Source: an optimization exercise on an open RTL-to-GDS flow (aim: small area). Production flows keep margins and buffers that such runs may drop.
In this exercise RTL edits were held to simulation tests only and were not proved equivalent to the original.
Power is estimated from default activity; no workload was simulated.

$ cat flow/flow/run.sh
#!/bin/bash
set -euo pipefail
export BUFFER_PORTS_ARGS="-buffer_cell sky130_fd_sc_hd__buf_1"
export CTS_ARGS="-sink_clustering_enable -repair_clock_nets -dont_use_dummy_load -buf_list {sky130_fd_sc_hd__clkbuf_8} -sink_clustering_size 15 -sink_clustering_max_diameter 60"
bash standard.sh finish > standard_sh.log 2>&1
$ cat flow/standard.sh
#!/bin/bash
# synth_recipe.tcl (not shown) runs the flow's synth.tcl, then flattens the netlist and writes it again
# the make line also repeats each setting of config.mk as NAME=value (left out here)
make -C /OpenROAD-flow-scripts/flow DESIGN_CONFIG=/design/flow/config.mk WORK_HOME=/design/flow/orfs CLKGATE_MAP_FILE= SYNTH_SCRIPT=/design/flow/synth_recipe.tcl "${@:-finish}"
$ cat flow/config.mk
export PLATFORM = sky130hd
export DESIGN_NAME = modbus_rtu_master
export DESIGN_NICKNAME = modbus_rtu_master
export VERILOG_FILES = /design/flow/design.v
export SDC_FILE = /design/flow/constraint.sdc
export NUM_CORES = 4
export LEC_CHECK = 0
export CAP_MARGIN = 20
export CORE_MARGIN = 2
export CORE_UTILIZATION = 57
export GPL_TIMING_DRIVEN = 0
export SLEW_MARGIN = 25
$ cat flow/constraint.sdc
create_clock -name core_clock -period 12.5 [get_ports {clk}]
set_input_delay 2.5000 -clock core_clock [delete_from_list [all_inputs] [get_ports {clk}]]
set_output_delay 2.5000 -clock core_clock [all_outputs]
set_load 0.01 [all_outputs]
$ cat flow/design.v
module modbus_rtu_master (
	input         clk,
	input         reset,
	input         RX,
	input  [15:0] data_300_1,
	input  [15:0] data_301_1,
	input  [15:0] data_302_1,
	input  [15:0] data_303_1,
	input  [15:0] data_304_1,
	input  [15:0] data_305_1,
	input  [15:0] data_306_1,
	input  [15:0] data_307_1,
	input  [15:0] data_308_1,
	input  [15:0] data_309_1,
	input  [15:0] data_300_2,
	input  [15:0] data_301_2,
	input  [15:0] data_302_2,
	input  [15:0] data_303_2,
	input  [15:0] data_304_2,
	input  [15:0] data_305_2,
	input  [15:0] data_306_2,
	input  [15:0] data_307_2,
	input  [15:0] data_308_2,
	input  [15:0] data_309_2,
	output [15:0] data_340_1,
	output [15:0] data_341_1,
	output [15:0] data_342_1,
	output [15:0] data_343_1,
	output [15:0] data_344_1,
	output [15:0] data_345_1,
	output [15:0] data_346_1,
	output [15:0] data_347_1,
	output [15:0] data_348_1,
	output [15:0] data_349_1,
	output [15:0] data_340_2,
	output [15:0] data_341_2,
	output [15:0] data_342_2,
	output [15:0] data_343_2,
	output [15:0] data_344_2,
	output [15:0] data_345_2,
	output [15:0] data_346_2,
	output [15:0] data_347_2,
	output [15:0] data_348_2,
	output [15:0] data_349_2,
	output        TX,
	output        DE,
	output        connection,
	output [15:0] error_code,
	output [15:0] error_cnt
);
reg rx_meta, rx_syn;
always @(posedge clk) begin
	if (reset) begin
		rx_meta <= 1'b0;
		rx_syn  <= 1'b0;
	end
	else begin
		rx_meta <= RX;
		rx_syn  <= rx_meta;
	end
end
reg [4:0] f_pos, f_neg;
reg       rx_f;
always @(posedge clk) begin
	if (reset) begin
		f_pos <= 5'd0;
		f_neg <= 5'd0;
		rx_f  <= 1'b0;
	end
	else begin
		if (rx_syn) begin
			f_neg <= 5'd0;
			f_pos <= f_pos + 5'd1;
		end
		else begin
			f_neg <= f_neg + 5'd1;
			f_pos <= 5'd0;
		end
		if (f_pos > 5'd20) begin
			rx_f  <= 1'b1;
			f_pos <= 5'd20;
		end
		if (f_neg > 5'd20) begin
			rx_f  <= 1'b0;
			f_neg <= 5'd20;
		end
	end
end
reg        DE_r;
wire       urx_rst = reset | DE_r;
reg  [3:0] urx_st;
reg        urx_prev, urx_run, update_rx;
reg  [7:0] rxb;
reg  [15:0] crc;
reg        crc_init, crc_act;
reg  [2:0] crc_k;
reg  [3:0] rs;
reg  [7:0] adr_rx, n_data, data_hi;
reg  [6:0] nod;
reg  [2:0] ack_cnt;
reg        lo_ok, crc_validate, reset_crc_rx, answer, rprev0, rprev1, sm, ss;
reg  [15:0] error_code_r, error_cnt_r;
reg        connection_r;
reg [17:0] tC;
reg        tR;
reg  [4:0] ts;
reg        start_tx, start_delay, sdd, tprev0, tprev1, sel;
reg  [3:0] num_reg;
reg  [1:0] dd_cnt;
reg [15:0] dbuf;
reg  [3:0] utx_st;
reg        TX_r, busy, utx_prev;
reg  [6:0] ucnt;
wire [6:0] urx_cnt = rprev0 ? 7'd0 : ucnt;
wire [6:0] utx_cnt = rprev0 ? ucnt : 7'd0;
reg  [6:0] urx_cnt_n, utx_cnt_n;
wire [6:0] ucnt_inc = ucnt + 7'd1;
always @(*) begin
	urx_cnt_n = urx_run ? (rprev0 ? 7'd1 : ucnt_inc) : 7'd0;
	if (urx_cnt == 7'd80) urx_cnt_n = 7'd0;
	if (urx_st == 4'd0 && !rx_f && urx_prev) urx_cnt_n = 7'd40;
	if (urx_rst) urx_cnt_n = 7'd0;
	utx_cnt_n = (utx_st != 4'd0) ? (rprev0 ? ucnt_inc : 7'd1) : 7'd0;
	if (utx_cnt == 7'd80) utx_cnt_n = 7'd0;
	if (reset) utx_cnt_n = 7'd0;
end
always @(posedge clk) begin
	ucnt <= DE_r ? utx_cnt_n : urx_cnt_n;
end
always @(posedge clk) begin
	if (urx_rst) begin
		urx_st    <= 4'd0;
		urx_prev  <= 1'b0;
		urx_run   <= 1'b0;
		update_rx <= 1'b0;
	end
	else begin
		urx_prev <= rx_f;
		if (urx_cnt == 7'd80) begin
			urx_st  <= urx_st + 4'd1;
		end
		case (urx_st)
			4'd0: if (!rx_f && urx_prev) urx_run <= 1'b1;
			4'd1: update_rx <= 1'b0;
			4'd2, 4'd3, 4'd4, 4'd5, 4'd6, 4'd7, 4'd8, 4'd9: ;
			4'd10: begin
				if (rx_f) update_rx <= 1'b1;
				urx_run <= 1'b0;
				urx_st  <= 4'd0;
			end
			default: urx_st <= 4'd0;
		endcase
	end
end
wire urx_sample = !urx_rst && urx_st >= 4'd2 && urx_st <= 4'd9 && urx_cnt == 7'd0;
wire reset_crc_tx = ts >= 5'd10 && ts <= 5'd13 || ts >= 5'd20;
wire reset_eff = DE_r ? reset_crc_tx : reset_crc_rx;
wire rx_edge   = update_rx && !rprev1;
wire rx_ev     = rx_edge && !reset_crc_rx;
wire utx_bit   = utx_st >= 4'd2 && utx_st <= 4'd9;
wire tx_step   = DE_r && utx_bit && utx_cnt == 7'd0;
wire do_step   = !reset_eff && (crc_act || tx_step);
reg  [7:0] cur_byte;
wire [2:0] utx_idx = utx_st[2:0] - 3'd2;
wire tx_bit    = cur_byte[utx_idx];
wire sbit      = crc_act ? rxb[0] : tx_bit;
wire [15:0] cb = crc_init ? 16'hFFFF : crc;
wire [15:0] cn = {1'b0, cb[15:1]} ^ ((cb[0] ^ sbit) ? 16'hA001 : 16'h0000);
always @(posedge clk) begin
	if (reset || reset_eff) begin
		crc_init <= 1'b1;
		crc_act  <= 1'b0;
	end
	else begin
		if (rx_ev) begin
			crc_act <= 1'b1;
			crc_k   <= 3'd0;
		end
		else if (crc_act) begin
			crc_k <= crc_k + 3'd1;
			if (crc_k == 3'd7) crc_act <= 1'b0;
		end
		if (do_step) crc_init <= 1'b0;
	end
end
always @(posedge clk) begin
	if (do_step) crc <= cn;
end
always @(posedge clk) begin
	if (urx_sample)
		rxb <= {rx_f, rxb[7:1]};
	else if (do_step && crc_act)
		rxb <= {rxb[0], rxb[7:1]};
end
localparam [3:0] R_IDLE = 4'd0, ID_DEF = 4'd1, FUNC_DEF = 4'd2,
                 ERROR_0 = 4'd3, ERROR_1 = 4'd4, ERROR_2 = 4'd5, ACK = 4'd6,
                 READ_0 = 4'd7, READ_1 = 4'd8, READ_2 = 4'd9, READ_3 = 4'd10,
                 READ_4 = 4'd11, READ_5 = 4'd12;
wire symb_clr   = rx_edge && rs >= FUNC_DEF && rs <= READ_4;
wire main_fire  = tR && tC[16] && tC[13] && tC[12] && tC[11] && tC[7] && !tC[0];
wire symb_fire  = !tR && tC[17] && tC[16] && tC[15] && tC[13] && tC[11] && tC[8] && tC[7] && !tC[0];
wire delay_done = &tC[12:8] && tC[6];
wire t_keep = sm ? tR : ss ? !tR : 1'b1;
wire t_clr  = sm ? 1'b0 : ss ? symb_clr : !(start_delay && !delay_done);
always @(posedge clk) begin
	if (reset) begin
		tC <= 18'd0;
		tR <= 1'b0;
	end
	else begin
		tR <= sm;
		tC <= t_clr ? 18'd0 : (t_keep ? tC : 18'd0) + 18'd1;
	end
end
always @(posedge clk) begin
	if (reset) begin
		error_cnt_r  <= 16'h0000;
		sm           <= 1'b0;
		ss           <= 1'b0;
		rs           <= R_IDLE;
		adr_rx       <= 8'h00;
		n_data       <= 8'h00;
		crc_validate <= 1'b0;
		reset_crc_rx <= 1'b0;
		error_code_r <= 16'h0000;
		connection_r <= 1'b0;
		answer       <= 1'b0;
		lo_ok        <= 1'b0;
		ack_cnt      <= 3'b000;
		nod          <= 7'h00;
		rprev0       <= 1'b0;
		rprev1       <= 1'b0;
	end
	else begin
		answer <= 1'b0;
		rprev0 <= DE_r;
		rprev1 <= update_rx;
		if (main_fire) begin
			error_cnt_r       <= error_cnt_r + 16'h0001;
			rs                <= R_IDLE;
			error_code_r[3:0] <= 4'b0001;
			sm                <= 1'b0;
			connection_r      <= 1'b0;
		end
		if (symb_fire) begin
			error_cnt_r       <= error_cnt_r + 16'h0001;
			rs                <= R_IDLE;
			error_code_r[3:0] <= 4'b0010;
			ss                <= 1'b0;
			connection_r      <= 1'b0;
			n_data            <= 8'h00;
		end
		case (rs)
			R_IDLE: begin
				ss           <= 1'b0;
				crc_validate <= 1'b0;
				answer       <= 1'b1;
				if (!DE_r && rprev0) begin
					rs           <= ID_DEF;
					sm           <= 1'b1;
					reset_crc_rx <= 1'b0;
				end
				else
					reset_crc_rx <= 1'b1;
			end
			ID_DEF: if (rx_edge) begin
				rs     <= FUNC_DEF;
				sm     <= 1'b0;
				ss     <= 1'b1;
				adr_rx <= rxb;
			end
			FUNC_DEF: if (rx_edge) begin
				if (rxb == 8'h10)
					rs <= ACK;
				else if (rxb == 8'h03)
					rs <= READ_0;
				else
					rs <= ERROR_0;
			end
			ERROR_0: if (rx_edge) rs <= ERROR_1;
			ERROR_1: if (rx_edge) begin
				lo_ok        <= rxb == crc[7:0];
				reset_crc_rx <= 1'b1;
				rs           <= ERROR_2;
			end
			ERROR_2: if (rx_edge) begin
				if (lo_ok && rxb == crc[15:8])
					error_code_r <= {adr_rx, data_hi[3:0], 4'b0000};
				else
					error_code_r[3:0] <= 4'b0100;
				error_cnt_r  <= error_cnt_r + 16'h0001;
				connection_r <= 1'b0;
				rs           <= R_IDLE;
			end
			ACK: if (rx_edge) begin
				if (ack_cnt == 3'b101) begin
					ack_cnt      <= 3'b000;
					rs           <= R_IDLE;
					reset_crc_rx <= 1'b1;
				end
				else
					ack_cnt <= ack_cnt + 3'b001;
			end
			READ_0: if (rx_edge) begin
				nod    <= rxb[7:1];
				n_data <= 8'h00;
				rs     <= READ_1;
			end
			READ_1: if (rx_edge) begin
				n_data <= n_data + 8'h01;
				rs     <= READ_2;
			end
			READ_2: if (rx_edge) begin
				if (n_data == {1'b0, nod})
					rs <= READ_3;
				else
					rs <= READ_1;
			end
			READ_3: if (rx_edge) begin
				lo_ok        <= rxb == crc[7:0];
				reset_crc_rx <= 1'b1;
				rs           <= READ_4;
			end
			READ_4: if (rx_edge) begin
				if (lo_ok && rxb == crc[15:8]) begin
					crc_validate <= 1'b1;
					n_data       <= 8'h01;
					error_code_r <= 16'h0000;
					connection_r <= 1'b1;
					rs           <= READ_5;
				end
				else begin
					error_cnt_r       <= error_cnt_r + 16'h0001;
					error_code_r[3:0] <= 4'b0100;
					connection_r      <= 1'b0;
					rs                <= R_IDLE;
				end
			end
			READ_5: begin
				if (n_data == {1'b0, nod})
					rs <= R_IDLE;
				else
					n_data <= n_data + 8'h01;
			end
			default: rs <= R_IDLE;
		endcase
	end
end
always @(posedge clk) begin
	if (rx_edge && (rs == READ_1 || rs == ERROR_0)) data_hi <= rxb;
end
reg [159:0] rbuf;
wire buf_we = rx_edge && rs == READ_2 && !symb_fire;
wire bw_1 = buf_we && n_data == 8'd1;
always @(posedge clk) rbuf[15:0] <= ({16{bw_1}} & {data_hi, rxb}) | ({16{!bw_1}} & rbuf[15:0]);
wire bw_2 = buf_we && n_data == 8'd2;
always @(posedge clk) rbuf[31:16] <= ({16{bw_2}} & {data_hi, rxb}) | ({16{!bw_2}} & rbuf[31:16]);
wire bw_3 = buf_we && n_data == 8'd3;
always @(posedge clk) rbuf[47:32] <= ({16{bw_3}} & {data_hi, rxb}) | ({16{!bw_3}} & rbuf[47:32]);
wire bw_4 = buf_we && n_data == 8'd4;
always @(posedge clk) rbuf[63:48] <= ({16{bw_4}} & {data_hi, rxb}) | ({16{!bw_4}} & rbuf[63:48]);
wire bw_5 = buf_we && n_data == 8'd5;
always @(posedge clk) rbuf[79:64] <= ({16{bw_5}} & {data_hi, rxb}) | ({16{!bw_5}} & rbuf[79:64]);
wire bw_6 = buf_we && n_data == 8'd6;
always @(posedge clk) rbuf[95:80] <= ({16{bw_6}} & {data_hi, rxb}) | ({16{!bw_6}} & rbuf[95:80]);
wire bw_7 = buf_we && n_data == 8'd7;
always @(posedge clk) rbuf[111:96] <= ({16{bw_7}} & {data_hi, rxb}) | ({16{!bw_7}} & rbuf[111:96]);
wire bw_8 = buf_we && n_data == 8'd8;
always @(posedge clk) rbuf[127:112] <= ({16{bw_8}} & {data_hi, rxb}) | ({16{!bw_8}} & rbuf[127:112]);
wire bw_9 = buf_we && n_data == 8'd9;
always @(posedge clk) rbuf[143:128] <= ({16{bw_9}} & {data_hi, rxb}) | ({16{!bw_9}} & rbuf[143:128]);
wire bw_10 = buf_we && n_data == 8'd10;
always @(posedge clk) rbuf[159:144] <= ({16{bw_10}} & {data_hi, rxb}) | ({16{!bw_10}} & rbuf[159:144]);
reg [3:0] cp_idx;
reg       cp_sl;
always @(posedge clk) begin
	if (crc_validate && (adr_rx == 8'd1 || adr_rx == 8'd2) && n_data >= 8'd1 && n_data <= 8'd10) begin
		cp_idx <= n_data[3:0];
		cp_sl  <= adr_rx[1];
	end
	else
		cp_idx <= 4'd0;
end
reg [15:0] data_340_1_r;
reg [15:0] data_340_2_r;
reg [15:0] data_341_1_r;
reg [15:0] data_341_2_r;
reg [15:0] data_342_1_r;
reg [15:0] data_342_2_r;
reg [15:0] data_343_1_r;
reg [15:0] data_343_2_r;
reg [15:0] data_344_1_r;
reg [15:0] data_344_2_r;
reg [15:0] data_345_1_r;
reg [15:0] data_345_2_r;
reg [15:0] data_346_1_r;
reg [15:0] data_346_2_r;
reg [15:0] data_347_1_r;
reg [15:0] data_347_2_r;
reg [15:0] data_348_1_r;
reg [15:0] data_348_2_r;
reg [15:0] data_349_1_r;
reg [15:0] data_349_2_r;
wire ow_1_1 = cp_idx == 4'd1 && cp_sl == 1'b0;
wire ol_1_1 = ow_1_1 && !reset;
wire oh_1_1 = !ow_1_1 && !reset;
always @(posedge clk) data_340_1_r <= ({16{ol_1_1}} & rbuf[15:0]) | ({16{oh_1_1}} & data_340_1_r);
assign data_340_1 = data_340_1_r;
wire ow_1_2 = cp_idx == 4'd1 && cp_sl == 1'b1;
wire ol_1_2 = ow_1_2 && !reset;
wire oh_1_2 = !ow_1_2 && !reset;
always @(posedge clk) data_340_2_r <= ({16{ol_1_2}} & rbuf[15:0]) | ({16{oh_1_2}} & data_340_2_r);
assign data_340_2 = data_340_2_r;
wire ow_2_1 = cp_idx == 4'd2 && cp_sl == 1'b0;
wire ol_2_1 = ow_2_1 && !reset;
wire oh_2_1 = !ow_2_1 && !reset;
always @(posedge clk) data_341_1_r <= ({16{ol_2_1}} & rbuf[31:16]) | ({16{oh_2_1}} & data_341_1_r);
assign data_341_1 = data_341_1_r;
wire ow_2_2 = cp_idx == 4'd2 && cp_sl == 1'b1;
wire ol_2_2 = ow_2_2 && !reset;
wire oh_2_2 = !ow_2_2 && !reset;
always @(posedge clk) data_341_2_r <= ({16{ol_2_2}} & rbuf[31:16]) | ({16{oh_2_2}} & data_341_2_r);
assign data_341_2 = data_341_2_r;
wire ow_3_1 = cp_idx == 4'd3 && cp_sl == 1'b0;
wire ol_3_1 = ow_3_1 && !reset;
wire oh_3_1 = !ow_3_1 && !reset;
always @(posedge clk) data_342_1_r <= ({16{ol_3_1}} & rbuf[47:32]) | ({16{oh_3_1}} & data_342_1_r);
assign data_342_1 = data_342_1_r;
wire ow_3_2 = cp_idx == 4'd3 && cp_sl == 1'b1;
wire ol_3_2 = ow_3_2 && !reset;
wire oh_3_2 = !ow_3_2 && !reset;
always @(posedge clk) data_342_2_r <= ({16{ol_3_2}} & rbuf[47:32]) | ({16{oh_3_2}} & data_342_2_r);
assign data_342_2 = data_342_2_r;
wire ow_4_1 = cp_idx == 4'd4 && cp_sl == 1'b0;
wire ol_4_1 = ow_4_1 && !reset;
wire oh_4_1 = !ow_4_1 && !reset;
always @(posedge clk) data_343_1_r <= ({16{ol_4_1}} & rbuf[63:48]) | ({16{oh_4_1}} & data_343_1_r);
assign data_343_1 = data_343_1_r;
wire ow_4_2 = cp_idx == 4'd4 && cp_sl == 1'b1;
wire ol_4_2 = ow_4_2 && !reset;
wire oh_4_2 = !ow_4_2 && !reset;
always @(posedge clk) data_343_2_r <= ({16{ol_4_2}} & rbuf[63:48]) | ({16{oh_4_2}} & data_343_2_r);
assign data_343_2 = data_343_2_r;
wire ow_5_1 = cp_idx == 4'd5 && cp_sl == 1'b0;
wire ol_5_1 = ow_5_1 && !reset;
wire oh_5_1 = !ow_5_1 && !reset;
always @(posedge clk) data_344_1_r <= ({16{ol_5_1}} & rbuf[79:64]) | ({16{oh_5_1}} & data_344_1_r);
assign data_344_1 = data_344_1_r;
wire ow_5_2 = cp_idx == 4'd5 && cp_sl == 1'b1;
wire ol_5_2 = ow_5_2 && !reset;
wire oh_5_2 = !ow_5_2 && !reset;
always @(posedge clk) data_344_2_r <= ({16{ol_5_2}} & rbuf[79:64]) | ({16{oh_5_2}} & data_344_2_r);
assign data_344_2 = data_344_2_r;
wire ow_6_1 = cp_idx == 4'd6 && cp_sl == 1'b0;
wire ol_6_1 = ow_6_1 && !reset;
wire oh_6_1 = !ow_6_1 && !reset;
always @(posedge clk) data_345_1_r <= ({16{ol_6_1}} & rbuf[95:80]) | ({16{oh_6_1}} & data_345_1_r);
assign data_345_1 = data_345_1_r;
wire ow_6_2 = cp_idx == 4'd6 && cp_sl == 1'b1;
wire ol_6_2 = ow_6_2 && !reset;
wire oh_6_2 = !ow_6_2 && !reset;
always @(posedge clk) data_345_2_r <= ({16{ol_6_2}} & rbuf[95:80]) | ({16{oh_6_2}} & data_345_2_r);
assign data_345_2 = data_345_2_r;
wire ow_7_1 = cp_idx == 4'd7 && cp_sl == 1'b0;
wire ol_7_1 = ow_7_1 && !reset;
wire oh_7_1 = !ow_7_1 && !reset;
always @(posedge clk) data_346_1_r <= ({16{ol_7_1}} & rbuf[111:96]) | ({16{oh_7_1}} & data_346_1_r);
assign data_346_1 = data_346_1_r;
wire ow_7_2 = cp_idx == 4'd7 && cp_sl == 1'b1;
wire ol_7_2 = ow_7_2 && !reset;
wire oh_7_2 = !ow_7_2 && !reset;
always @(posedge clk) data_346_2_r <= ({16{ol_7_2}} & rbuf[111:96]) | ({16{oh_7_2}} & data_346_2_r);
assign data_346_2 = data_346_2_r;
wire ow_8_1 = cp_idx == 4'd8 && cp_sl == 1'b0;
wire ol_8_1 = ow_8_1 && !reset;
wire oh_8_1 = !ow_8_1 && !reset;
always @(posedge clk) data_347_1_r <= ({16{ol_8_1}} & rbuf[127:112]) | ({16{oh_8_1}} & data_347_1_r);
assign data_347_1 = data_347_1_r;
wire ow_8_2 = cp_idx == 4'd8 && cp_sl == 1'b1;
wire ol_8_2 = ow_8_2 && !reset;
wire oh_8_2 = !ow_8_2 && !reset;
always @(posedge clk) data_347_2_r <= ({16{ol_8_2}} & rbuf[127:112]) | ({16{oh_8_2}} & data_347_2_r);
assign data_347_2 = data_347_2_r;
wire ow_9_1 = cp_idx == 4'd9 && cp_sl == 1'b0;
wire ol_9_1 = ow_9_1 && !reset;
wire oh_9_1 = !ow_9_1 && !reset;
always @(posedge clk) data_348_1_r <= ({16{ol_9_1}} & rbuf[143:128]) | ({16{oh_9_1}} & data_348_1_r);
assign data_348_1 = data_348_1_r;
wire ow_9_2 = cp_idx == 4'd9 && cp_sl == 1'b1;
wire ol_9_2 = ow_9_2 && !reset;
wire oh_9_2 = !ow_9_2 && !reset;
always @(posedge clk) data_348_2_r <= ({16{ol_9_2}} & rbuf[143:128]) | ({16{oh_9_2}} & data_348_2_r);
assign data_348_2 = data_348_2_r;
wire ow_10_1 = cp_idx == 4'd10 && cp_sl == 1'b0;
wire ol_10_1 = ow_10_1 && !reset;
wire oh_10_1 = !ow_10_1 && !reset;
always @(posedge clk) data_349_1_r <= ({16{ol_10_1}} & rbuf[159:144]) | ({16{oh_10_1}} & data_349_1_r);
assign data_349_1 = data_349_1_r;
wire ow_10_2 = cp_idx == 4'd10 && cp_sl == 1'b1;
wire ol_10_2 = ow_10_2 && !reset;
wire oh_10_2 = !ow_10_2 && !reset;
always @(posedge clk) data_349_2_r <= ({16{ol_10_2}} & rbuf[159:144]) | ({16{oh_10_2}} & data_349_2_r);
assign data_349_2 = data_349_2_r;
localparam [4:0] T_IDLE = 5'd0, ST0 = 5'd1, ST1 = 5'd2, ST2 = 5'd3, ST3 = 5'd4,
                 ST4 = 5'd5, ST5 = 5'd6, ST6 = 5'd7, ST7 = 5'd8, ST8 = 5'd9,
                 ST9 = 5'd10, ST10 = 5'd11, ST11 = 5'd12, ST12 = 5'd13,
                 ST13 = 5'd14, ST14 = 5'd15, ST15 = 5'd16, ST16 = 5'd17,
                 ST17 = 5'd18, ST18 = 5'd19, ST19 = 5'd20, ST20 = 5'd21,
                 ST21 = 5'd22;
wire busy_fall = !busy && tprev0;
wire ans_rise  = answer && !tprev1;
always @(posedge clk) begin
	if (reset) begin
		start_tx     <= 1'b0;
		ts           <= T_IDLE;
		DE_r         <= 1'b1;
		num_reg      <= 4'd1;
		dd_cnt       <= 2'b00;
		start_delay  <= 1'b0;
		sdd          <= 1'b0;
		tprev0       <= 1'b0;
		tprev1       <= 1'b0;
		sel          <= 1'b0;
	end
	else begin
		if (start_delay && delay_done)
			start_delay <= 1'b0;
		if (sdd) begin
			if (&dd_cnt) begin
				dd_cnt <= 2'b00;
				sdd    <= 1'b0;
			end
			else
				dd_cnt <= dd_cnt + 2'b01;
		end
		tprev0 <= busy;
		tprev1 <= answer;
		case (ts)
			T_IDLE: begin
				if (!start_delay) ts <= ST0;
			end
			ST0, ST1, ST2, ST3, ST4, ST5, ST6, ST9, ST13, ST14, ST15, ST16, ST17, ST19: begin
				if (busy_fall) begin
					ts       <= ts + 5'd1;
					start_tx <= 1'b0;
				end
				else
					start_tx <= 1'b1;
			end
			ST7: begin
				if (busy_fall) begin
					ts       <= ST8;
					start_tx <= 1'b0;
				end
				else if (!sdd)
					start_tx <= 1'b1;
			end
			ST8: begin
				if (busy_fall) begin
					if (num_reg == 4'd10) begin
						ts           <= ST9;
						num_reg      <= 4'd1;
					end
					else begin
						num_reg <= num_reg + 4'd1;
						sdd     <= 1'b1;
						ts      <= ST7;
					end
					start_tx <= 1'b0;
				end
				else
					start_tx <= 1'b1;
			end
			ST10, ST20: begin
				if (busy_fall) begin
					ts       <= ts + 5'd1;
					start_tx <= 1'b0;
					DE_r     <= 1'b0;
				end
				else
					start_tx <= 1'b1;
			end
			ST11: if (ans_rise) begin
				DE_r        <= 1'b1;
				start_delay <= 1'b1;
				ts          <= ST12;
			end
			ST12: if (!start_delay) begin
				ts           <= ST13;
			end
			ST18: begin
				if (busy_fall) begin
					ts           <= ST19;
					start_tx     <= 1'b0;
				end
				else
					start_tx <= 1'b1;
			end
			ST21: if (ans_rise) begin
				DE_r        <= 1'b1;
				sel         <= ~sel;
				start_delay <= 1'b1;
				ts          <= T_IDLE;
			end
			default: ts <= T_IDLE;
		endcase
	end
end
reg [15:0] din_sel;
always @(*) begin
	case ({sel, num_reg})
	{1'b0, 4'd1}: din_sel = data_300_1;
	{1'b0, 4'd2}: din_sel = data_301_1;
	{1'b0, 4'd3}: din_sel = data_302_1;
	{1'b0, 4'd4}: din_sel = data_303_1;
	{1'b0, 4'd5}: din_sel = data_304_1;
	{1'b0, 4'd6}: din_sel = data_305_1;
	{1'b0, 4'd7}: din_sel = data_306_1;
	{1'b0, 4'd8}: din_sel = data_307_1;
	{1'b0, 4'd9}: din_sel = data_308_1;
	{1'b0, 4'd10}: din_sel = data_309_1;
	{1'b1, 4'd1}: din_sel = data_300_2;
	{1'b1, 4'd2}: din_sel = data_301_2;
	{1'b1, 4'd3}: din_sel = data_302_2;
	{1'b1, 4'd4}: din_sel = data_303_2;
	{1'b1, 4'd5}: din_sel = data_304_2;
	{1'b1, 4'd6}: din_sel = data_305_2;
	{1'b1, 4'd7}: din_sel = data_306_2;
	{1'b1, 4'd8}: din_sel = data_307_2;
	{1'b1, 4'd9}: din_sel = data_308_2;
	{1'b1, 4'd10}: din_sel = data_309_2;
	default: din_sel = 16'h0000;
	endcase
end
wire dsmp = (ts == ST6 && utx_st == 4'd10 && utx_cnt == 7'd80) || (sdd && dd_cnt == 2'd1);
always @(posedge clk) begin
	if (dsmp) dbuf <= din_sel;
end
always @(*) begin
	case (ts)
		ST0, ST13:   cur_byte = sel ? 8'h02 : 8'h01;
		ST1:         cur_byte = 8'h10;
		ST2, ST15:   cur_byte = 8'h01;
		ST3:         cur_byte = 8'h2C;
		ST5, ST18:   cur_byte = 8'h0A;
		ST6:         cur_byte = 8'h14;
		ST7:         cur_byte = dbuf[15:8];
		ST8:         cur_byte = dbuf[7:0];
		ST9, ST19:   cur_byte = crc[7:0];
		ST10, ST20:  cur_byte = crc[15:8];
		ST14:        cur_byte = 8'h03;
		ST16:        cur_byte = 8'h54;
		default:     cur_byte = 8'h00;
	endcase
end
always @(posedge clk) begin
	if (reset) begin
		utx_st   <= 4'd0;
		TX_r     <= 1'b1;
		busy     <= 1'b0;
		utx_prev <= 1'b0;
	end
	else begin
		utx_prev <= start_tx;
		if (utx_cnt == 7'd80) begin
			utx_st  <= (utx_st == 4'd10) ? 4'd0 : utx_st + 4'd1;
		end
		case (utx_st)
			4'd0: begin
				TX_r <= 1'b1;
				busy <= 1'b0;
				if (start_tx && !utx_prev) utx_st <= 4'd1;
			end
			4'd1: begin
				TX_r <= 1'b0;
				busy <= 1'b1;
			end
			4'd2, 4'd3, 4'd4, 4'd5, 4'd6, 4'd7, 4'd8, 4'd9:
				TX_r <= tx_bit;
			4'd10: TX_r <= 1'b1;
			default: utx_st <= 4'd0;
		endcase
	end
end
assign TX         = TX_r;
assign DE         = DE_r;
assign connection = connection_r;
assign error_code = error_code_r;
assign error_cnt  = error_cnt_r;
endmodule
==> out/qor.txt, run 1 <==
Run status: no timing/DRC/antenna violations
Syn_nets: 2602
Setup crit start: reset
Fin crit period: 4970 ps
Total Wirelength: 108000 um
Syn Area/Cell: 11.6 sq um
Mapped Area: 26200 sq um
Die X: 218 um
All-Layer GR Usage: 43.8%
Xor and xnor area share after synthesis: 2.24%
Pwr dens: 120 nW/um^2
Commonest non-fill, non-tap cells in the layout: 686 x buf_1, 468 x dfxtp_1, 371 x a22o_1, 212 x edfxtp_1, 191 x nor2_1
TritonCTS buffer count: 53
Final worst-path cycle share: 39.8%
Initial DRC Count: 3439
Initial Util: 57.7%
Post-Synth Simple-Gate Area: 11.1%
Total number of vias: 23852
Slowest library cell on the worst path: clkbuf_1
Num rows: 78
Critical path class: in2reg
Cell mode on critical path: clkbuf_1
Netlist cell types: 84
Vias in the first global route: 22514
Synth Flop Type: dfxtp_1
Post-synth EDFFs: 212
Die ar.: 47700 sq um
Drt via density: 6.63
Antenna violations before repair: 8
I/O Buffers: 677
Hpwl dp: 82900 um
Skew-Pair Late Insertion Delay: 690 ps
Place WS: 7070 ps
First-pass GRT wire length: 152000 um
Pwr Total: 3.65 mW
H-tree depth: 2
Hold buffers post-CTS: 0
Final hold vios: 0
CP Max Fanout: 10
CP endpoint kind: flip-flop
Startpoint types: input port
Area of the core: 45400 sq um
Final setup violation count: 0
ANT nets after route: 0
Post-CTS Setup Repair Bufs: 0
Synthesis-to-layout area growth: 15.8%
DRC Markers: 0
Leak Pwr: 10.3 nW
Post-synthesis sequential area ratio: 60.0%
#FFs+latches synth: 680
Worst hold path class: reg2reg
Post-layout nets: 3341
Wire per inst: 30.0 um
Synth Area in Compound Gates: 21.7%
Largest net degree at the start of global routing: 19
Worst Path Arrival: 5450 ps
Adder-cell share of the synthesized area: 1.24%
Final Skew: 130 ps
RePlAce Congestion: 1.16
Commonest non-fill, non-tap cell in the layout: buf_1
Max-capacitance violation count: 0
Setup ws final: 7530 ps
Grt ovf: 0
Worst Tran Pin Value: 1060 ps
Worst slew margin: 29.0%
Fraction of registers with async set/reset: 0%
First-pass iteration count of the detailed router: 6
Post-cts resize count: 0
CTS tree: yes
CTS Sinks: 680
RSZ-0062 raised after global routing: false
Critical Path RT: 12970 ps
Io pins: 678
Post-layout util: 66.9%
Layout cell share with drive strength beyond 1: 4.11%
Mux contribution to synthesized area: 1.19%
Post-Route Setup TNS: 0 ps
Height of the die: 218 um
Gate Count Post-Synth: 2253
Reg-to-Reg Start: update_rx
Maximum VDD drop: 0.107 mV
Crit-path cells: buf_1, clkbuf_1, clkbuf_1, buf_1, clkbuf_1, nor2_1
Worst Setup EP: num_reg[2]
R2r worst-path depth: 5
Yosys warnings: 1
Filler instances: 3332
Reg2reg setup slack: 8860 ps
Max-slew violations: 0
CP max stage delay: 660 ps
Largest family of logic cells by synthesized area: compound AO/OA/AOI/OAI gates
Fmax: 0.201 GHz
Root buffer cell: clkbuf_8
Clock transition at path regs: 90 ps
Max Root-Sink Buffers: 3
-- worst min path at each step --
stage / startpoint / endpoint / slack [ps] / cells past startpoint
6_report: flip-flop / data_346_2_r[15] / 440 / 1
2_1_floorplan: rx_meta / rx_syn / 410 / 1
5_1_grt: answer / tprev1 / 460 / 1
3_3_place_gp: rx_meta / rx_syn / 420 / 1
3_5_place_dp: rx_meta / rx_syn / 450 / 1
4_1_cts: flip-flop / data_346_2_r[15] / 440 / 1
-- synth_stat cells (4+ instances only) --
cell	number	area [sq um]
nand2b_1	23	144
edfxtp_1	212	6370
a22oi_1	76	571
a221oi_1	39	342
buf_2	16	80.1
nor2_1	192	721
nand3b_1	6	45.0
or3_1	8	50.1
o211ai_1	4	30.0
nor2b_1	40	250
ha_1	26	325
nor4_1	8	50.1
a21o_1	7	52.6
nand4_1	37	231
nor3b_1	8	60.1
clkbuf_1	95	357
a21oi_1	61	305
buf_1	9	33.8
o31ai_1	4	30.0
o21ai_1	4	20.0
and3b_1	4	35.0
a31oi_1	17	106
a222oi_1	6	60.1
and2_1	21	131
xnor2_1	48	420
a211oi_1	21	158
a311oi_1	4	35.0
a22o_1	371	3250
xor2_1	19	166
o21ai_0	38	190
nand3_1	40	200
or2_2	20	125
mux2i_1	29	290
a41oi_1	5	43.8
o21a_1	5	37.5
dfxtp_1	468	9370
and3_1	26	163
nand2_1	97	364
inv_1	39	146
nor3_1	28	140
-- power breakdown --
part | internal, mW | total (mW) | switching, mW
logic | 0.107 | 0.315 | 0.208
clock network | 0.379 | 1.05 | 0.672
registers | 2.27 | 2.28 | 0.0116
-- worst max-delay path: cells and delay by family --
kind | cells | cell delay (ps)
buf+inv | 5 | 2810
simple gates | 1 | 120
-- final cells by class --
class,count,area [sq um],area share [%]
timing repair buffer,684,2610,8.60
inverter,40,150,0.495
tap,600,751,2.47
buffer,124,505,1.67
multi-input combinational,1409,9850,32.5
clock buffer,53,729,2.40
sequential,680,15700,51.8
antenna,6,15.0,0.0495
-- kinds of logic after synthesis --
group                    after synthesis
multiplexers                          31
flip-flops                           680
XOR/XNOR                              67
adder cells (fa/ha/maj)               26
AND/OR/NAND/NOR                      579
AO/OA/AOI/OAI                        706
buffers and inverters                164
-- routing by layer --
layer  track usage [%]  part of all wire, %  vias to the layer above
li1                  -                    -                    10049
met1              54.7                   37                    11655
met2              68.7                   45                     1803
met3              11.5                   11                      343
met4              25.5                  6.8                        2
met5                 0                0.014                        -
-- metrics by stage --
| step | instance area, sq um | std cells | hold WS (ps) |
|---|---|---|---|
| final | 30300 | 3596 | 444 |
| after global routing | 30300 | 3593 | 455 |
| after CTS | 30300 | 3589 | 445 |
| after detailed placement | 29600 | 3536 | 454 |
| after global placement | 29500 | 3530 | 420 |
| after floorplan | 26200 | 2253 | 414 |
==> run 2, diff against run 1 <==
--- a/flow/config.mk
+++ b/flow/config.mk
@@ -7,6 +7,5 @@
 export LEC_CHECK = 0
 export CAP_MARGIN = 20
 export CORE_MARGIN = 2
-export CORE_UTILIZATION = 57
-export GPL_TIMING_DRIVEN = 0
+export CORE_UTILIZATION = 50
 export SLEW_MARGIN = 25
==> run 2 against run 1 <==
Still clean on timing, DRC and antenna. Design area shrank 0.19%. Cell count is essentially flat. Combinational power shrank 11%. Sequential power is essentially flat. Core utilization shrank 8.2 points. Via count shrank 6.6%. Clock power is essentially flat. Non-clock buffer count shrank 89. Setup slack gained 97 ps. Worst hold slack lost 11 ps.
==> out/qor.txt, run 2 <==
First-pass GRT wire length: 140000 um (was 152000 um)
Synth Flop Type: dfxtp_1 (unchanged)
Drt via density: 6.20 (was 6.63)
Critical path class: in2reg (unchanged)
Maximum VDD drop: 0.0975 mV (was 0.107 mV)
Post-layout nets: 3252 (was 3341)
Pwr dens: 119 nW/um^2 (was 120 nW/um^2)
Top cell type's share of synthesized area: 35.8% (unchanged)
RePlAce Congestion: 1.05 (was 1.16)
Total number of vias: 22283 (was 23852)
Largest net degree at the start of global routing: 63 (was 19)
Crit-path cells: clkbuf_4, clkinv_1, nand2_1, nor2_1, a22o_1 (was buf_1, clkbuf_1, clkbuf_1, buf_1, clkbuf_1, nor2_1)
Post-Route Setup TNS: 0 ps (unchanged)
Max-capacitance violation count: 0 (unchanged)
Root buffer cell: clkbuf_8 (unchanged)
Initial Util: 50.8% (was 57.7%)
Initial DRC Count: 2408 (was 3439)
Max Root-Sink Buffers: 3 (unchanged)
Run status: no timing/DRC/antenna violations (unchanged)
Crit path buf inv count: 2 (was 5)
CTS tree: yes (unchanged)
CP endpoint kind: flip-flop (unchanged)
Critical Path RT: 12990 ps (was 12970 ps)
Synthesis-to-layout area growth: 15.6% (was 15.8%)
Syn_nets: 2602 (unchanged)
Hold buffers post-CTS: 0 (unchanged)
Final hold slack: 432 ps (was 444 ps)
ANT nets after route: 0 (unchanged)
Skew-Pair Late Insertion Delay: 680 ps (was 690 ps)
Netlist cell types: 84 (unchanged)
Final worst-path cycle share: 39.0% (was 39.8%)
Grt ovf: 0 (unchanged)
Leak Pwr: 10.3 nW (about the same)
Wire per inst: 27.5 um (was 30.0 um)
First-pass iteration count of the detailed router: 6 (unchanged)
Cell Count, Final, Fillers Out: 3593 (was 3596)
Mapped Area: 26200 sq um (unchanged)
Final setup violation count: 0 (unchanged)
Vias in the first global route: 20627 (was 22514)
Post-synthesis sequential area ratio: 60.0% (unchanged)
Commonest cells post-synth: 468 x dfxtp_1, 371 x a22o_1, 212 x edfxtp_1 (unchanged)
Fraction of registers with async set/reset: 0% (unchanged)
TritonCTS buffer count: 53 (unchanged)
Worst Path Arrival: 5360 ps (was 5450 ps)
#FFs+latches synth: 680 (unchanged)
Commonest non-fill, non-tap cell in the layout: buf_1 (unchanged)
CP max stage delay: 860 ps (was 660 ps)
Layout cell share with drive strength beyond 1: 5.86% (was 4.11%)
Dominant cells by area after synthesis: dfxtp_1 36%, edfxtp_1 24%, a22o_1 12%, nor2_1 2.8%, a22oi_1 2.2% (unchanged)
Startpoint types: input port (unchanged)
Worst Tran Pin Value: 1120 ps (was 1060 ps)
Gate Count Post-Synth: 2253 (unchanged)
Top-count cell post-synth: dfxtp_1 (unchanged)
Commonest non-fill, non-tap cells in the layout: 676 x buf_1, 468 x dfxtp_1, 371 x a22o_1, 212 x edfxtp_1, 162 x nor2_1 (was 686 x buf_1, 468 x dfxtp_1, 371 x a22o_1, 212 x edfxtp_1, 191 x nor2_1)
Syn Area/Cell: 11.6 sq um (unchanged)
CTS Sinks: 680 (unchanged)
DRC Markers: 0 (unchanged)
CP Max Fanout: 43 (was 10)
Hpwl dp: 75600 um (was 82900 um)
Cell total after placement: 3528 (was 3536)
All-Layer GR Usage: 35.3% (was 43.8%)
Worst hold path class: reg2reg (unchanged)
Post-cts resize count: 0 (unchanged)
Yosys warnings: 1 (unchanged)
Slowest library cell on the worst path: nand2_1 (was clkbuf_1)
Io pins: 678 (unchanged)
I/O Buffers: 677 (unchanged)
Total Wirelength: 98900 um (was 108000 um)
Post-CTS Setup Repair Bufs: 0 (unchanged)
Crit-path leading delay family: simple AND/OR/NAND/NOR gates (was buffers and inverters)
H-tree depth: 2 (unchanged)
RSZ-0062 raised after global routing: false (unchanged)
Height of the die: 233 um (was 218 um)
Num rows: 83 (was 78)
Clock transition at path regs: 90 ps (about the same)
Post-synth EDFFs: 212 (unchanged)
Area of the core: 51600 sq um (was 45400 sq um)
Final hold vios: 0 (unchanged)
Area leader, netlist: dfxtp_1 (unchanged)
Fmax: 0.205 GHz (was 0.201 GHz)
Worst slew margin: 25.0% (was 29.0%)
Antenna violations before repair: 13 (was 8)
Pwr Total: 3.62 mW (was 3.65 mW)
Final Skew: 89.8 ps (was 130 ps)
Die ar.: 54300 sq um (was 47700 sq um)
Fin crit period: 4880 ps (was 4970 ps)
Max-slew violations: 0 (unchanged)
Die X: 233 um (was 218 um)
[run 2: cell counts after synthesis]
No cell type changed its count.
[run 2: worst paths after layout]
check                           startpoint          endpoint  slack, ps  depth (start not counted)
worst max-delay path                 reset   data_342_2_r[1]       7620                          5
worst min register to register   flip-flop  data_342_1_r[13]        430                          1
worst max register to register       ts[3]             ts[2]       9180                          7
worst min-delay path             flip-flop  data_342_1_r[13]        430                          1
[run 2: cells by family (layout without fill, tap and decap cells)]
logic type | Yosys count | count (layout) | synth area share [%]
AOI/OAI and AO/OA | 706 | 706 | 21.7
adders and majority gates | 26 | 26 | 1.24
DFF | 680 | 680 | 60.0
and+or+nand+nor | 579 | 579 | 11.1
xor gates and xnor gates | 67 | 67 | 2.24
buffers and inverters | 164 | 812 | 2.50
other | 0 | 12 | 0
muxes | 31 | 31 | 1.19
[run 2: layout make-up]
class | instances | area, sq um
Antenna cell | 12 | 30.0
Clock buffer | 53 | 729
Fill cell | 4411 | 21300
Inverter | 40 | 150
Multi-Input combinational cell | 1409 | 9940
Sequential cell | 680 | 15700
Tap cell | 680 | 851
Timing Repair Buffer | 719 | 2860
[run 2: routing by layer]
layer	track usage (%)	routed length, um	part of all wire [%]	vias to the layer above
li1	-	-	-	9880
met1	46.7	39800	40	10930
met5	0	16	0.016	-
met3	6.68	9080	9.2	201
met2	57.8	46400	47	1268
met4	12.4	3600	3.6	4
[run 2: through the flow]
stage	worst slack, ps	instance area, sq um	util (%)
after global routing	7540	30300	58.7
after CTS	7840	30200	58.5
after floorplan	8680	26200	-
after detailed placement	7120	29500	57.1
final	7620	30300	58.7
after global placement	7260	29500	57.1
[run 2: power by group]
part	internal, mW	total (mW)	switching, mW
Combinational	0.103	0.280	0.177
Sequential	2.27	2.29	0.0202
Clock	0.378	1.04	0.666
Total	2.75	3.62	0.864
[run 2: worst reg2reg max path, delay by kind of cell, from the launching register on]
kind            cells  cell delay, ps
flops               1            1000
simple gates        3             950
compound gates      4            1200
==> run 3, diff against run 2 <==
--- a/flow/design.v
+++ b/flow/design.v
@@ -92,8 +92,7 @@
 reg        urx_prev, urx_run, update_rx;
 reg  [7:0] rxb;
 reg  [15:0] crc;
-reg        crc_init, crc_act;
-reg  [2:0] crc_k;
+reg        crc_init, crc_pend;
 reg  [3:0] rs;
 reg  [7:0] adr_rx, n_data, data_hi;
 reg  [6:0] nod;
@@ -159,27 +158,24 @@
 wire rx_ev     = rx_edge && !reset_crc_rx;
 wire utx_bit   = utx_st >= 4'd2 && utx_st <= 4'd9;
 wire tx_step   = DE_r && utx_bit && utx_cnt == 7'd0;
-wire do_step   = !reset_eff && (crc_act || tx_step);
+wire rx_step   = crc_pend && urx_sample;
+wire do_step   = !reset_eff && (rx_step || tx_step);
 reg  [7:0] cur_byte;
 wire [2:0] utx_idx = utx_st[2:0] - 3'd2;
 wire tx_bit    = cur_byte[utx_idx];
-wire sbit      = crc_act ? rxb[0] : tx_bit;
+wire sbit      = crc_pend ? rxb[0] : tx_bit;
 wire [15:0] cb = crc_init ? 16'hFFFF : crc;
 wire [15:0] cn = {1'b0, cb[15:1]} ^ ((cb[0] ^ sbit) ? 16'hA001 : 16'h0000);
 always @(posedge clk) begin
 	if (reset || reset_eff) begin
 		crc_init <= 1'b1;
-		crc_act  <= 1'b0;
+		crc_pend <= 1'b0;
 	end
 	else begin
-		if (rx_ev) begin
-			crc_act <= 1'b1;
-			crc_k   <= 3'd0;
-		end
-		else if (crc_act) begin
-			crc_k <= crc_k + 3'd1;
-			if (crc_k == 3'd7) crc_act <= 1'b0;
-		end
+		if (rx_ev)
+			crc_pend <= 1'b1;
+		else if (rx_step && urx_st == 4'd9)
+			crc_pend <= 1'b0;
 		if (do_step) crc_init <= 1'b0;
 	end
 end
@@ -187,10 +183,7 @@
 	if (do_step) crc <= cn;
 end
 always @(posedge clk) begin
-	if (urx_sample)
-		rxb <= {rx_f, rxb[7:1]};
-	else if (do_step && crc_act)
-		rxb <= {rxb[0], rxb[7:1]};
+	if (urx_sample) rxb <= {rx_f, rxb[7:1]};
 end
 localparam [3:0] R_IDLE = 4'd0, ID_DEF = 4'd1, FUNC_DEF = 4'd2,
                  ERROR_0 = 4'd3, ERROR_1 = 4'd4, ERROR_2 = 4'd5, ACK = 4'd6,
--- a/flow/config.mk
+++ b/flow/config.mk
@@ -7,5 +7,6 @@
 export LEC_CHECK = 0
 export CAP_MARGIN = 20
 export CORE_MARGIN = 2
-export CORE_UTILIZATION = 50
+export CORE_UTILIZATION = 57
+export GPL_TIMING_DRIVEN = 0
 export SLEW_MARGIN = 25
==> run 3 against run 2 <==
Count of clock-buffer cells in the layout rose by 2. Die area shrank 13%. Power rose by 1.2%. Highest routed layer unchanged. Non-clock buffer count up 90.
==> out/qor.txt, run 3 <==
Syn Area/Cell: 11.7 sq um (was 11.6 sq um)
Netlist cell types: 78 (was 84)
Antenna violations before repair: 13 (unchanged)
H-tree depth: 2 (unchanged)
Area leader, netlist: dfxtp_1 (unchanged)
Worst hold path class: reg2reg (unchanged)
Fin crit period: 5270 ps (was 4880 ps)
Leak Pwr: 9.98 nW (was 10.3 nW)
CP max stage delay: 760 ps (was 860 ps)
Post-layout nets: 3317 (was 3252)
Mapped Area: 25900 sq um (was 26200 sq um)
Post-Route Setup TNS: 0 ps (unchanged)
Syn_nets: 2570 (was 2602)
Clock transition at path regs: 90 ps (about the same)
Dominant cells by area after synthesis: dfxtp_1 36%, edfxtp_1 24%, a22o_1 13%, nor2_1 2.8%, a221oi_1 1.9% (was dfxtp_1 36%, edfxtp_1 24%, a22o_1 12%, nor2_1 2.8%, a22oi_1 2.2%)
Grt ovf: 0 (unchanged)
Vias in the first global route: 22671 (was 20627)
Area taken by flip-flops and latches: 15600 sq um (was 15700 sq um)
Worst slew margin: 24.8% (was 25.0%)
Reg-to-Reg Start: sel (was ts[3])
Cell total after placement: 3513 (was 3528)
CP endpoint kind: flip-flop (unchanged)
Cell Count, Final, Fillers Out: 3576 (was 3593)
Area of the core: 45100 sq um (was 51600 sq um)
Gate Count Post-Synth: 2223 (was 2253)
Commonest non-fill, non-tap cells in the layout: 683 x buf_1, 468 x dfxtp_1, 393 x a22o_1, 209 x edfxtp_1, 188 x nor2_1 (was 676 x buf_1, 468 x dfxtp_1, 371 x a22o_1, 212 x edfxtp_1, 162 x nor2_1)
R2r worst-path depth: 7 (unchanged)
Synthesis-to-layout area growth: 16.5% (was 15.6%)
Worst Tran Pin Value: 1130 ps (was 1120 ps)
First-pass iteration count of the detailed router: 7 (was 6)
Post-CTS Setup Repair Bufs: 0 (unchanged)
Fmax: 0.190 GHz (was 0.205 GHz)
Top-count cell post-synth: dfxtp_1 (unchanged)
Post-synthesis sequential area ratio: 60.4% (was 60.0%)
Worst Path Arrival: 5750 ps (was 5360 ps)
TritonCTS buffer count: 55 (was 53)
Run status: no timing/DRC/antenna violations (unchanged)
All-Layer GR Usage: 44.3% (was 35.3%)
Slowest library cell on the worst path: buf_1 (was nand2_1)
Yosys warnings: 1 (unchanged)
#FFs+latches synth: 677 (was 680)
Hold Path Sink: data_342_2_r[1] (was data_342_1_r[13])
Pwr Total: 3.66 mW (was 3.62 mW)
RSZ-0062 raised after global routing: false (unchanged)
CTS tree: yes (unchanged)
Startpoint types: input port (unchanged)
RR Endpoint: dbuf[6] (was ts[2])
DRC Markers: 0 (unchanged)
Hpwl dp: 81400 um (was 75600 um)
Final hold vios: 0 (unchanged)
Reg2reg setup slack: 8880 ps (was 9180 ps)
Top cell type's share of synthesized area: 36.2% (was 35.8%)
Drt via density: 6.71 (was 6.20)
Cell Area, Placed: 29400 sq um (was 29500 sq um)
Fraction of registers with async set/reset: 0% (unchanged)
Final worst-path cycle share: 42.2% (was 39.0%)
Worst Hold Depth: 1 (unchanged)
Cell mode on critical path: clkbuf_1
Die ar.: 47200 sq um (was 54300 sq um)
Io pins: 678 (unchanged)
ANT nets after route: 0 (unchanged)
Num rows: 78 (was 83)
Commonest non-fill, non-tap cell in the layout: buf_1 (unchanged)
Hold buffers post-CTS: 0 (unchanged)
Post-synth EDFFs: 209 (was 212)
Final setup violation count: 0 (unchanged)
Max Root-Sink Buffers: 3 (unchanged)
Total Wirelength: 108000 um (was 98900 um)
Initial Util: 57.5% (was 50.8%)
Maximum VDD drop: 0.101 mV (was 0.0975 mV)
CP Max Fanout: 10 (was 43)
Crit-path cells: buf_1, clkbuf_1, buf_1, clkbuf_1, clkbuf_1, clkbuf_1, nor2_1 (was clkbuf_4, clkinv_1, nand2_1, nor2_1, a22o_1)
Initial DRC Count: 2781 (was 2408)
Wire per inst: 30.2 um (was 27.5 um)
I/O Buffers: 677 (unchanged)
Filler instances: 3305 (was 4411)
Post-cts resize count: 0 (unchanged)
Final hold slack: 430 ps (was 432 ps)
Root buffer cell: clkbuf_8 (unchanged)
CTS Sinks: 677 (was 680)
Total number of vias: 23991 (was 22283)
Area of the multi-input gates: 9740 sq um (was 9940 sq um)
Layout cell share with drive strength beyond 1: 4.31% (was 5.86%)
Commonest cells post-synth: 468 x dfxtp_1, 393 x a22o_1, 209 x edfxtp_1 (was 468 x dfxtp_1, 371 x a22o_1, 212 x edfxtp_1)
Height of the die: 217 um (was 233 um)
Critical Path RT: 12970 ps (was 12990 ps)
Max-slew violations: 0 (unchanged)
Max-capacitance violation count: 0 (unchanged)
Pwr dens: 121 nW/um^2 (was 119 nW/um^2)
Finished Cell Area: 30200 sq um (was 30300 sq um)
Synth Flop Type: dfxtp_1 (unchanged)
Critical path class: in2reg (unchanged)
Die X: 217 um (was 233 um)
Final Skew: 115 ps (was 89.8 ps)
Skew-Pair Late Insertion Delay: 700 ps (was 680 ps)
First-pass GRT wire length: 154000 um (was 140000 um)
RePlAce Congestion: 1.17 (was 1.05)
Largest net degree at the start of global routing: 19 (was 63)
-- run 3: cell types whose count changed after synthesis, moves of 8 or more --
cell,delta
a22oi_1,-28
a22o_1,+22
xor2_1,+19
a221oi_1,+18
nand3_1,+12
a211oi_1,-10
nor2b_1,-9
nor3_1,+9
buf_2,-8
clkbuf_1,+8
nand2_1,-8
-- run 3: per-layer routing --
layer | vias up | wire length [um] | global-route usage (%) | part of all wire, %
met5 | - | 41 | 0 | 0.038
met4 | 6 | 7110 | 24.8 | 6.6
met3 | 374 | 12500 | 12.5 | 12
met2 | 1866 | 50000 | 72.0 | 46
met1 | 11772 | 38300 | 53.0 | 36
li1 | 9973 | - | - | -
-- run 3: worst max path at each step --
stage / startpoint / end / slack, ps
4_1_cts: reset / sel / 7400
3_5_place_dp: reset / sel / 6750
5_1_grt: reset / sel / 7210
2_1_floorplan: reset / crc[0] / 7030
6_report: reset / sel / 7230
3_3_place_gp: reset / crc[0] / 5760
-- run 3: logic make-up after synthesis --
kind of cell / Yosys count / share of synthesized area, %
compound gates: 685 / 21.4
flops: 677 / 60.4
simple gates: 577 / 11.1
buf+inv: 157 / 2.36
xor+xnor: 79 / 2.67
mux: 24 / 0.932
fa+ha+maj: 24 / 1.16
-- run 3: cell type report --
class,instances,share of cell area [%]
Sequential cell,677,51.8
Multi-Input combinational cell,1389,32.3
Antenna cell,8,0.0663
Tap cell,600,2.49
Inverter,38,0.473
Clock buffer,55,2.51
Timing Repair Buffer,690,8.80
Buffer,119,1.55
-- run 3: critical path, delay by kind of cell --
kind	cells	cell delay, ps
simple gates	1	110
buf+inv	6	3120
-- run 3: power by group --
| group | switching [mW] | internal, mW |
|---|---|---|
| clock | 0.686 | 0.392 |
| sequential | 0.0119 | 2.26 |
| combinational | 0.202 | 0.109 |
-- run 3: stage by stage --
stage / worst slack (ps) / utilization (%)
after floorplan: 7030 / -
after global placement: 5760 / 64.8
after detailed placement: 6750 / 65.2
after CTS: 7400 / 66.9
after global routing: 7210 / 66.9
final: 7230 / 66.9
==> run 4, diff against run 3 <==
--- a/flow/config.mk
+++ b/flow/config.mk
@@ -7,6 +7,5 @@
 export LEC_CHECK = 0
 export CAP_MARGIN = 20
 export CORE_MARGIN = 2
-export CORE_UTILIZATION = 57
-export GPL_TIMING_DRIVEN = 0
+export CORE_UTILIZATION = 50
 export SLEW_MARGIN = 25
==> run 4 against run 3 <==
Still clean. Global-route usage fell by 7.9 points. Synthesized cell count did not move. Core utilization fell by 8.3 points. Maximum frequency rose by 21%. Count of clock-buffer cells in the layout fell by 2. Area after synthesis did not move. Via count fell by 6.7%. Sequential power barely moved. Design area fell by 0.30%. Clock skew fell by 29 ps. Sequential share of layout area rose by 0.16 points. Critical path type unchanged.
==> out/qor.txt, run 4 <==
Run status: no timing/DRC/antenna violations (unchanged)
Dominant cells by area after synthesis: dfxtp_1 36%, edfxtp_1 24%, a22o_1 13%, nor2_1 2.8%, a221oi_1 1.9% (unchanged)
Antenna violations before repair: 15 (was 13)
Area taken by flip-flops and latches: 15600 sq um (about the same)
Post-layout util: 58.7% (was 66.9%)
Vias in the first global route: 20689 (was 22671)
ANT nets after route: 0 (unchanged)
Critical path class: in2reg (unchanged)
Die X: 232 um (was 217 um)
RR Endpoint: crc[0] (was dbuf[6])
Commonest cells post-synth: 468 x dfxtp_1, 393 x a22o_1, 209 x edfxtp_1 (unchanged)
Grt ovf: 0 (unchanged)
Top-count cell post-synth: dfxtp_1 (unchanged)
Finished Cell Area: 30100 sq um (was 30200 sq um)
Worst Path Arrival: 4670 ps (was 5750 ps)
First-pass iteration count of the detailed router: 7 (unchanged)
Post-cts resize count: 0 (unchanged)
Root buffer cell: clkbuf_8 (unchanged)
Met3 Use GR: 8.23% (was 12.5%)
Worst slew margin: 26.5% (was 24.8%)
Post-CTS Setup Repair Bufs: 0 (unchanged)
H-tree depth: 2 (unchanged)
Fin crit period: 4350 ps (was 5270 ps)
Netlist cell types: 78 (unchanged)
Post-layout nets: 3231 (was 3317)
Total Wirelength: 101000 um (was 108000 um)
Skew-Pair Late Insertion Delay: 700 ps (about the same)
R2r worst-path depth: 8 (was 7)
RSZ-0062 raised after global routing: false (unchanged)
GR peak layer: met2 (unchanged)
Num rows: 83 (was 78)
CTS tree: yes (unchanged)
Syn Area/Cell: 11.7 sq um (unchanged)
Commonest non-fill, non-tap cells in the layout: 676 x buf_1, 467 x dfxtp_1, 393 x a22o_1, 209 x edfxtp_1, 164 x nor2_1 (was 683 x buf_1, 468 x dfxtp_1, 393 x a22o_1, 209 x edfxtp_1, 188 x nor2_1)
Critical Path Stages: 7 (unchanged)
Post-synthesis sequential area ratio: 60.4% (unchanged)
Critical Path RT: 12820 ps (was 12970 ps)
Area of the multi-input gates: 9790 sq um (was 9740 sq um)
Gate Count Post-Synth: 2223 (unchanged)
Cell Area, Placed: 29300 sq um (was 29400 sq um)
First-pass GRT wire length: 143000 um (was 154000 um)
Synthesis-to-layout area growth: 16.1% (was 16.5%)
Hold Path Sink: data_341_1_r[9] (was data_342_2_r[1])
Cell Count, Final, Fillers Out: 3572 (was 3576)
All-Layer GR Usage: 36.4% (was 44.3%)
Crit-path cells: clkbuf_4, nor2_1, nand2_1, a21oi_1, a22oi_1, a311oi_2, buf_4 (was buf_1, clkbuf_1, buf_1, clkbuf_1, clkbuf_1, clkbuf_1, nor2_1)
Mapped Area: 25900 sq um (unchanged)
Maximum VDD drop: 0.0788 mV (was 0.101 mV)
Crit path buf inv count: 2 (was 6)
Post-synth EDFFs: 209 (unchanged)
Post-Route Setup TNS: 0 ps (unchanged)
Synth Flop Type: dfxtp_1 (unchanged)
Commonest non-fill, non-tap cell in the layout: buf_1 (unchanged)
Routing usage on met1: 50.0% (was 53.0%)
TritonCTS buffer count: 53 (was 55)
Pwr dens: 120 nW/um^2 (was 121 nW/um^2)
RePlAce Congestion: 1.13 (was 1.17)
Clock transition at path regs: 90 ps (about the same)
Initial Util: 50.5% (was 57.5%)
Wire per inst: 28.2 um (was 30.2 um)
Area leader, netlist: dfxtp_1 (unchanged)
Filler instances: 4427 (was 3305)
Drt via density: 6.27 (was 6.71)
Worst Hold Depth: 1 (unchanged)
Reg-to-Reg Start: ts[1] (was sel)
Startpoint types: input port (unchanged)
Leak Pwr: 9.96 nW (was 9.98 nW)
Max Root-Sink Buffers: 3 (unchanged)
GR Layer Usage met2: 56.3% (was 72.0%)
CP endpoint kind: flip-flop (unchanged)
Fraction of registers with async set/reset: 0% (unchanged)
Fmax: 0.230 GHz (was 0.190 GHz)
Slowest library cell on the worst path: a21oi_1 (was buf_1)
Largest net degree at the start of global routing: 90 (was 19)
Height of the die: 232 um (was 217 um)
Final Skew: 86.5 ps (was 115 ps)
DRC Markers: 0 (unchanged)
Top cell type's share of synthesized area: 36.2% (unchanged)
Cell total after placement: 3509 (was 3513)
CTS Sinks: 677 (unchanged)
Initial DRC Count: 2323 (was 2781)
Worst Tran Pin Value: 1100 ps (was 1130 ps)
Final worst-path cycle share: 34.8% (was 42.2%)
Area of the core: 51300 sq um (was 45100 sq um)
Hpwl dp: 76200 um (was 81400 um)
Final hold vios: 0 (unchanged)
Max-capacitance violation count: 0 (unchanged)
Yosys warnings: 1 (unchanged)
Hold buffers post-CTS: 0 (unchanged)
I/O Buffers: 677 (unchanged)
Crit-path leading delay family: compound AO/OA/AOI/OAI gates (was buffers and inverters)
Final setup violation count: 0 (unchanged)
Io pins: 678 (unchanged)
Layout cell share with drive strength beyond 1: 6.07% (was 4.31%)
CP max stage delay: 680 ps (was 760 ps)
#FFs+latches synth: 677 (unchanged)
Reg2reg setup slack: 9120 ps (was 8880 ps)
CP Max Fanout: 24 (was 10)
Worst hold path class: reg2reg (unchanged)
Syn_nets: 2570 (unchanged)
Max-slew violations: 0 (unchanged)
Total number of vias: 22388 (was 23991)
Die ar.: 53700 sq um (was 47200 sq um)
[run 4: metrics by stage]
step / setup WS [ps] / power, mW / hold WS [ps]
3_5_place_dp: 7480 / 2.61 / 445
5_1_grt: 7920 / 3.73 / 464
3_3_place_gp: 7650 / 2.60 / 418
4_1_cts: 8160 / 3.62 / 425
6_report: 8150 / 3.61 / 440
2_1_floorplan: 7030 / 2.49 / 414
[run 4: cells by family (layout without fill, tap and decap cells)]
group / count (synthesis) / after routing / synth area share, %
compound gates: 685 / 685 / 21.4
flops: 677 / 677 / 60.4
simple gates: 577 / 577 / 11.1
buf+inv: 157 / 816 / 2.36
xor+xnor: 79 / 79 / 2.67
fa+ha+maj: 24 / 24 / 1.16
mux: 24 / 24 / 0.932
other cells: 0 / 10 / 0
[run 4: layer usage]
metal	part of all wire, %	vias up
met4	4.1	8
met2	45	1316
li1	-	9807
met1	41	11061
met5	0.056	-
met3	10	196
[run 4: area by class of cell]
class	count	area share, %
inverter	38	0.474
multi-input combinational	1389	32.5
tap	680	2.83
timing repair buffer	725	9.65
sequential	677	52.0
antenna	10	0.0832
clock buffer	53	2.42
[run 4: worst max path at each step]
| stage | startpoint | endpoint | slack [ps] |
|---|---|---|---|
| global placement | reset | crc[3] | 7650 |
| CTS | reset | crc[1] | 8160 |
| floorplan | reset | crc[0] | 7030 |
| finish | reset | crc[2] | 8150 |
| global route | reset | crc[2] | 7920 |
| detailed placement | reset | crc[1] | 7480 |
[run 4: worst reg2reg max path, delay by kind of cell (launching register included)]
| family | cells | cell delay, ps |
|---|---|---|
| fa+ha+maj | 1 | 480 |
| xor+xnor | 1 | 180 |
| flops | 1 | 380 |
| simple gates | 3 | 1490 |
| compound gates | 2 | 480 |
| buf+inv | 1 | 120 |
[run 4: power breakdown]
part           switching (mW)  internal [mW]
clock                   0.670          0.378
sequential             0.0252           2.26
combinational           0.172          0.105

## static timing again, ports no longer ideal
Ports are ideal in the flow. The routed layouts listed here were re-timed in OpenROAD. Step 1 (the two cells are an assumption about what drives the block):
set clk [get_ports {clk}]
set_driving_cell -lib_cell sky130_fd_sc_hd__clkbuf_16 $clk
set_driving_cell -lib_cell sky130_fd_sc_hd__buf_2 [delete_from_list [all_inputs] $clk]
Step 2 also shifts input and output timing later by t, the mid clock arrival at the registers, as if the neighbouring blocks saw the same clock. a / b / c = ideal / step 1 / step 2; a / b = the first two.
run | t, ns | setup slack, ns | latest minus earliest clock arrival (ns) | cell pins on the clock port's net
run 1 | 0.682 | 7.526 / 7.558 / 6.876 | 0.138 / 0.137 | 1
run 2 | 0.691 | 7.623 / 7.643 / 6.952 | 0.099 / 0.099 | 1
run 3 | 0.692 | 7.226 / 7.184 / 6.492 | 0.116 / 0.116 | 1
run 4 | 0.710 | 8.154 / 8.189 / 7.479 | 0.087 / 0.087 | 1
After both steps every run listed still meets setup and hold. The setup slack of run 3, which loses most, moves by -0.042 ns with the drivers and by -0.734 ns with both steps.
